What follows belongs to an exercise in optimizing a design on an open flow for a short achievable clock period and few clock cycles; a production flow would make more cautious choices.
Power figures rest on the tool's default switching activity, not on a simulated workload.

Setup of main:
==> flow/design.v (excerpt) <==
module mips (
    input wire clk,
    input wire rst,
    output wire [31:0] imem_addr,
    input  wire [31:0] imem_rdata,
    output wire [31:0] dmem_addr,
    output wire [31:0] dmem_wdata,
    output wire        dmem_we,
    input  wire [31:0] dmem_rdata
);
==> module mips, before the edit <==
module mips (
    input wire clk,
    input wire rst,
    output wire [31:0] imem_addr,
    input  wire [31:0] imem_rdata,
    output wire [31:0] dmem_addr,
    output wire [31:0] dmem_wdata,
    output wire        dmem_we,
    input  wire [31:0] dmem_rdata
);
reg  [31:0] pc_f;
wire [31:0] pc4_f = pc_f + 32'd4;
wire [31:0] inst_f = imem_rdata;
wire        j_f = (inst_f[31:26] == 6'b000010);
wire [31:0] jt_f = {pc4_f[31:28], inst_f[25:0], 2'b00};
wire        bs_f = (inst_f[31:26] == 6'b000100) & (inst_f[25:21] == inst_f[20:16]);
wire [16:0] blo_f = {1'b0, pc4_f[17:2]} + {1'b0, inst_f[15:0]};
wire [13:0] bhi0_f = pc4_f[31:18];
wire [13:0] bhip_f = pc4_f[31:18] + 14'd1;
wire [13:0] bhim_f = pc4_f[31:18] - 14'd1;
wire [13:0] bhi_f  = (inst_f[15] == blo_f[16]) ? bhi0_f : blo_f[16] ? bhip_f : bhim_f;
wire [31:0] bt_f = {bhi_f, blo_f[15:0], 2'b00};
wire [31:0] pcn_f = j_f ? jt_f : bs_f ? bt_f : pc4_f;
reg  [31:0] pc_o;
assign imem_addr = pc_o;
reg         v_d;
reg  [31:0] ir_d;
reg  [31:0] pc4_d;
wire [5:0] op_d  = ir_d[31:26];
wire [4:0] rs_d  = ir_d[25:21];
wire [4:0] rt_d  = ir_d[20:16];
wire [4:0] rd_d  = ir_d[15:11];
wire [5:0] fn_d  = ir_d[5:0];
wire [31:0] imm_d = {{16{ir_d[15]}}, ir_d[15:0]};
wire is_r_d    = (op_d == 6'b000000);
wire is_addi_d = (op_d == 6'b001000);
wire is_lw_d   = (op_d == 6'b100011);
wire is_sw_d   = (op_d == 6'b101011);
wire is_beq_d  = (op_d == 6'b000100) & (rs_d != rt_d);    
wire is_mul_d  = is_r_d & (fn_d == 6'b011100);
wire is_sub_d  = is_r_d & (fn_d == 6'b100010);
wire is_slt_d  = is_r_d & (fn_d == 6'b101010);
wire wr_d      = is_r_d | is_addi_d | is_lw_d;
wire [4:0] wdst_d = is_r_d ? rd_d : rt_d;
wire use_rs_d  = is_r_d | is_addi_d | is_lw_d | is_sw_d | is_beq_d;
wire use_rt_d  = is_r_d | is_sw_d | is_beq_d;
wire isel_d    = is_addi_d | is_lw_d | is_sw_d;
reg         wr_e, ld_e, mul_e, sw_e, sub_e, slt_e;
reg  [4:0]  wdst_e;
reg  [31:0] a_e, b_e, st_e, ma_e, mb_e;
wire [31:0] alu_e;
reg         wr_m, ld_m, mul_m, we_m;
reg  [4:0]  wdst_m;
reg  [31:0] res_m, std_m, s_m, c_m, da_m;
wire [31:0] val_m;
reg         wr_w;
reg  [4:0]  wdst_w;
reg  [31:0] res_w;
wire [31:0] rf_rs, rf_rt;
register_file RF (
    .A1(rs_d), .A2(rt_d), .A3(wdst_w), .wd3(res_w),
    .clk(clk), .rst(rst), .we3(wr_w),
    .rd1(rf_rs), .rd2(rf_rt)
);
wire he_rs = wr_e & (wdst_e == rs_d);
wire hm_rs = wr_m & (wdst_m == rs_d);
wire hw_rs = wr_w & (wdst_w == rs_d);
wire he_rt = wr_e & (wdst_e == rt_d);
wire hm_rt = wr_m & (wdst_m == rt_d);
wire hw_rt = wr_w & (wdst_w == rt_d);
wire [31:0] fwd_rs = he_rs ? alu_e : hm_rs ? val_m : hw_rs ? res_w : rf_rs;
wire [31:0] fwd_rt = he_rt ? alu_e : hm_rt ? val_m : hw_rt ? res_w : rf_rt;
wire late_e = ld_e | mul_e;
wire stall_d = v_d & (
      (use_rs_d & he_rs & late_e)
    | (use_rt_d & he_rt & late_e));
reg         beq_e;
reg  [31:0] bt_e;
wire        taken_e = beq_e & (a_e == b_e);
wire [31:0] bt_d    = pc4_d + {imm_d[29:0], 2'b00};
wire stall_f = stall_d & ~taken_e;
wire go_d = v_d & ~stall_d & ~taken_e;
wire [31:0] pcx_f = taken_e ? bt_e : stall_d ? pc_f : pcn_f;
always @(posedge clk or negedge rst) begin
    if (!rst) begin
        pc_f <= 32'd0;
        v_d  <= 1'b0;
    end else begin
        pc_f <= pcx_f;
        if (taken_e)
            v_d <= 1'b0;
        else if (!stall_d)
            v_d <= 1'b1;
    end
end
always @(posedge clk)
    pc_o <= rst ? pcx_f : 32'd0;
always @(posedge clk) begin
    if (!stall_f) begin
        ir_d  <= inst_f;
        pc4_d <= pc4_f;
    end
end
always @(posedge clk or negedge rst) begin
    if (!rst) begin
        wr_e  <= 1'b0;
        ld_e  <= 1'b0;
        mul_e <= 1'b0;
        sw_e  <= 1'b0;
        beq_e <= 1'b0;
    end else begin
        beq_e <= go_d & is_beq_d;
        wr_e  <= go_d & wr_d;
        ld_e  <= go_d & is_lw_d;
        mul_e <= go_d & is_mul_d;
        sw_e  <= go_d & is_sw_d;
    end
end
always @(posedge clk) begin
    wdst_e <= wdst_d;
    bt_e   <= bt_d;
    sub_e  <= is_sub_d;
    slt_e  <= is_slt_d;
    a_e    <= fwd_rs;
    b_e    <= isel_d ? imm_d : fwd_rt;
    st_e   <= fwd_rt;
    if (go_d & is_mul_d) begin
        ma_e <= fwd_rs;
        mb_e <= fwd_rt;
    end
end
wire [31:0] add_e = a_e + b_e;
wire [32:0] sub_e33 = {1'b0, a_e} - {1'b0, b_e};
assign alu_e = slt_e ? {31'd0, sub_e33[32]} : sub_e ? sub_e33[31:0] : add_e;
wire [31:0] ms_e, mc_e;
mul_cs MUL (.a(ma_e), .b(mb_e), .s(ms_e), .c(mc_e));
always @(posedge clk or negedge rst) begin
    if (!rst) begin
        wr_m <= 1'b0;
        ld_m <= 1'b0;
        mul_m <= 1'b0;
        we_m <= 1'b0;
    end else begin
        wr_m <= wr_e;
        ld_m <= ld_e;
        mul_m <= mul_e;
        we_m <= sw_e;
    end
end
always @(posedge clk) begin
    wdst_m <= wdst_e;
    res_m  <= alu_e;
    if (ld_e | sw_e)
        da_m <= alu_e;
    if (sw_e)
        std_m <= st_e;
    if (mul_e) begin
        s_m <= ms_e;
        c_m <= mc_e;
    end
end
assign dmem_addr  = da_m;
assign dmem_wdata = std_m;
assign dmem_we    = we_m;
wire [31:0] mulsum_m = s_m + c_m;
assign val_m = ld_m ? dmem_rdata : mul_m ? mulsum_m : res_m;
always @(posedge clk or negedge rst) begin
    if (!rst)
        wr_w <= 1'b0;
    else
        wr_w <= wr_m;
end
always @(posedge clk) begin
    wdst_w <= wdst_m;
    res_w  <= val_m;
end
endmodule
==> flow/config.mk <==
export PLATFORM = sky130hd
export DESIGN_NAME = mips
export DESIGN_NICKNAME = mips
export VERILOG_FILES = /design/flow/design.v
export SDC_FILE = /design/flow/constraint.sdc
export NUM_CORES = 4
export LEC_CHECK = 0
export CAP_MARGIN = 20
export CORE_MARGIN = 2
export CORE_UTILIZATION = 40
export SLEW_MARGIN = 20
==> flow/constraint.sdc <==
create_clock -name core_clock -period 23.0 [get_ports {clk}]
set_input_delay 4.6000 -clock core_clock [delete_from_list [all_inputs] [get_ports {clk}]]
set_output_delay 4.6000 -clock core_clock [all_outputs]
set_load 0.01 [all_outputs]
standard.sh (not shown) runs the stock make flow with config.mk's settings and CLKGATE_MAP_FILE= SYNTH_SCRIPT=/design/flow/synth_recipe.tcl, a recipe that flattens the netlist after the stock synthesis.
==> flow/flow/run.sh <==
#!/bin/bash
set -euo pipefail
MARGIN=${MARGIN:-17}
sed -e "s|CLKGATE_MAP_FILE= |CLKGATE_MAP_FILE= SETUP_SLACK_MARGIN=${MARGIN} |" standard.sh > standard_margin.sh
bash standard_margin.sh > make_flow.log 2>&1 || { tail -50 make_flow.log; exit 1; }
tail -5 make_flow.log
The inputs of the feature branch differ from those of main as listed below.
--- a/flow/design.v
+++ b/flow/design.v
@@ -2182,20 +2182,11 @@
 reg  [31:0] pc_f;
 wire [31:0] pc4_f = pc_f + 32'd4;
 wire [31:0] inst_f = imem_rdata;
 wire        j_f = (inst_f[31:26] == 6'b000010);
 wire [31:0] jt_f = {pc4_f[31:28], inst_f[25:0], 2'b00};
-wire        bs_f = (inst_f[31:26] == 6'b000100) & (inst_f[25:21] == inst_f[20:16]);
-wire [16:0] blo_f = {1'b0, pc4_f[17:2]} + {1'b0, inst_f[15:0]};
-wire [13:0] bhi0_f = pc4_f[31:18];
-wire [13:0] bhip_f = pc4_f[31:18] + 14'd1;
-wire [13:0] bhim_f = pc4_f[31:18] - 14'd1;
-wire [13:0] bhi_f  = (inst_f[15] == blo_f[16]) ? bhi0_f : blo_f[16] ? bhip_f : bhim_f;
-wire [31:0] bt_f = {bhi_f, blo_f[15:0], 2'b00};
-wire [31:0] pcn_f = j_f ? jt_f : bs_f ? bt_f : pc4_f;
-reg  [31:0] pc_o;
-assign imem_addr = pc_o;
+assign imem_addr = pc_f;
 reg         v_d;
 reg  [31:0] ir_d;
 reg  [31:0] pc4_d;
 wire [5:0] op_d  = ir_d[31:26];
 wire [4:0] rs_d  = ir_d[25:21];
@@ -2205,11 +2196,11 @@
 wire [31:0] imm_d = {{16{ir_d[15]}}, ir_d[15:0]};
 wire is_r_d    = (op_d == 6'b000000);
 wire is_addi_d = (op_d == 6'b001000);
 wire is_lw_d   = (op_d == 6'b100011);
 wire is_sw_d   = (op_d == 6'b101011);
-wire is_beq_d  = (op_d == 6'b000100) & (rs_d != rt_d);    
+wire is_beq_d  = (op_d == 6'b000100);
 wire is_mul_d  = is_r_d & (fn_d == 6'b011100);
 wire is_sub_d  = is_r_d & (fn_d == 6'b100010);
 wire is_slt_d  = is_r_d & (fn_d == 6'b101010);
 wire wr_d      = is_r_d | is_addi_d | is_lw_d;
 wire [4:0] wdst_d = is_r_d ? rd_d : rt_d;
@@ -2220,11 +2211,11 @@
 reg  [4:0]  wdst_e;
 reg  [31:0] a_e, b_e, st_e, ma_e, mb_e;
 wire [31:0] alu_e;
 reg         wr_m, ld_m, mul_m, we_m;
 reg  [4:0]  wdst_m;
-reg  [31:0] res_m, std_m, s_m, c_m, da_m;
+reg  [31:0] res_m, std_m, s_m, c_m;
 wire [31:0] val_m;
 reg         wr_w;
 reg  [4:0]  wdst_w;
 reg  [31:0] res_w;
 wire [31:0] rf_rs, rf_rt;
@@ -2240,58 +2231,55 @@
 wire hm_rt = wr_m & (wdst_m == rt_d);
 wire hw_rt = wr_w & (wdst_w == rt_d);
 wire [31:0] fwd_rs = he_rs ? alu_e : hm_rs ? val_m : hw_rs ? res_w : rf_rs;
 wire [31:0] fwd_rt = he_rt ? alu_e : hm_rt ? val_m : hw_rt ? res_w : rf_rt;
 wire late_e = ld_e | mul_e;
+wire late_m = ld_m | mul_m;
 wire stall_d = v_d & (
       (use_rs_d & he_rs & late_e)
-    | (use_rt_d & he_rt & late_e));
-reg         beq_e;
-reg  [31:0] bt_e;
-wire        taken_e = beq_e & (a_e == b_e);
+    | (use_rt_d & he_rt & late_e)
+    | (is_beq_d & ~he_rs & hm_rs & late_m)
+    | (is_beq_d & ~he_rt & hm_rt & late_m));
+wire [31:0] cmp_rs = he_rs ? alu_e : hm_rs ? res_m : hw_rs ? res_w : rf_rs;
+wire [31:0] cmp_rt = he_rt ? alu_e : hm_rt ? res_m : hw_rt ? res_w : rf_rt;
+wire        taken_d = v_d & is_beq_d & ~stall_d & (cmp_rs == cmp_rt);
 wire [31:0] bt_d    = pc4_d + {imm_d[29:0], 2'b00};
-wire stall_f = stall_d & ~taken_e;
-wire go_d = v_d & ~stall_d & ~taken_e;
-wire [31:0] pcx_f = taken_e ? bt_e : stall_d ? pc_f : pcn_f;
+wire go_d = v_d & ~stall_d;
 always @(posedge clk or negedge rst) begin
     if (!rst) begin
         pc_f <= 32'd0;
         v_d  <= 1'b0;
     end else begin
-        pc_f <= pcx_f;
-        if (taken_e)
-            v_d <= 1'b0;
+        if (taken_d)
+            pc_f <= bt_d;
         else if (!stall_d)
-            v_d <= 1'b1;
+            pc_f <= j_f ? jt_f : pc4_f;
+        if (!stall_d)
+            v_d <= ~taken_d;
     end
 end
-always @(posedge clk)
-    pc_o <= rst ? pcx_f : 32'd0;
 always @(posedge clk) begin
-    if (!stall_f) begin
+    if (!stall_d) begin
         ir_d  <= inst_f;
         pc4_d <= pc4_f;
     end
 end
 always @(posedge clk or negedge rst) begin
     if (!rst) begin
         wr_e  <= 1'b0;
         ld_e  <= 1'b0;
         mul_e <= 1'b0;
         sw_e  <= 1'b0;
-        beq_e <= 1'b0;
     end else begin
-        beq_e <= go_d & is_beq_d;
         wr_e  <= go_d & wr_d;
         ld_e  <= go_d & is_lw_d;
         mul_e <= go_d & is_mul_d;
         sw_e  <= go_d & is_sw_d;
     end
 end
 always @(posedge clk) begin
     wdst_e <= wdst_d;
-    bt_e   <= bt_d;
     sub_e  <= is_sub_d;
     slt_e  <= is_slt_d;
     a_e    <= fwd_rs;
     b_e    <= isel_d ? imm_d : fwd_rt;
     st_e   <= fwd_rt;
@@ -2319,20 +2307,17 @@
     end
 end
 always @(posedge clk) begin
     wdst_m <= wdst_e;
     res_m  <= alu_e;
-    if (ld_e | sw_e)
-        da_m <= alu_e;
-    if (sw_e)
-        std_m <= st_e;
+    std_m  <= st_e;
     if (mul_e) begin
         s_m <= ms_e;
         c_m <= mc_e;
     end
 end
-assign dmem_addr  = da_m;
+assign dmem_addr  = res_m;
 assign dmem_wdata = std_m;
 assign dmem_we    = we_m;
 wire [31:0] mulsum_m = s_m + c_m;
 assign val_m = ld_m ? dmem_rdata : mul_m ? mulsum_m : res_m;
 always @(posedge clk or negedge rst) begin
Notes after the runs:
The feature branch | status: complete | timing, DRC, antenna: pass. From main to the feature branch the numbers moved as follows: critical path depth decreased by 8 relative to the old numbers, clock-buffer cell count decreased by about 2.2% relative to the old numbers, setup slack increased by 1730 ps relative to the old numbers. Changes observed in the feature branch relative to main: total wire length after detailed routing picked up an extra 9.4%; clock share of power went up; weighted congestion at the end of routability-driven global placement increased 1.9%. In the feature branch the hold slack turned out 9.2 ps lower than in main. The overall routing resource usage of the feature branch exceeds that of main by 2.9 points. Against main, number of buffers added for setup after CTS in the feature branch rose by more than 100%. For the feature branch, the type of the setup path with the least slack was flip-flop to flip-flop, unlike main, where it was primary input to flip-flop. The design area number comes out lower for the feature branch vs main. Fmax | the feature branch vs main | the feature branch faster.
Function was not checked in any run of this note: the RTL went through the layout flow alone.

## afterwards: timing with drivers on the ports
The results above use ideal ports. As a check the final layouts listed here were re-extracted and re-timed, cells and wires unchanged. Step 1 sets driving cells, clkbuf_16 on the clock port and buf_2 on the other inputs (assumed; they add their load-dependent delay and slew). Step 2 moves the port delays by t, midway between the first and last clock arrival at a register: inputs arrive t later, outputs are due t later. That takes back most of the time a late clock gives input paths. Three values: no drivers, after step 1, after step 2; two values: the first two.
| run | t (ns) | slack for setup (ns) | hold slack, ns |
|---|---|---|---|
| main | 0.907 | 15.189 / 15.218 / 14.311 | 0.334 / 0.334 / 0.334 |
| the feature branch | 0.925 | 16.918 / 16.866 / 16.139 | 0.325 / 0.325 / 0.325 |
After both steps every run listed still meets setup and hold. The setup slack of main, which loses most, moves by +0.029 ns with the drivers and by -0.878 ns with both steps.
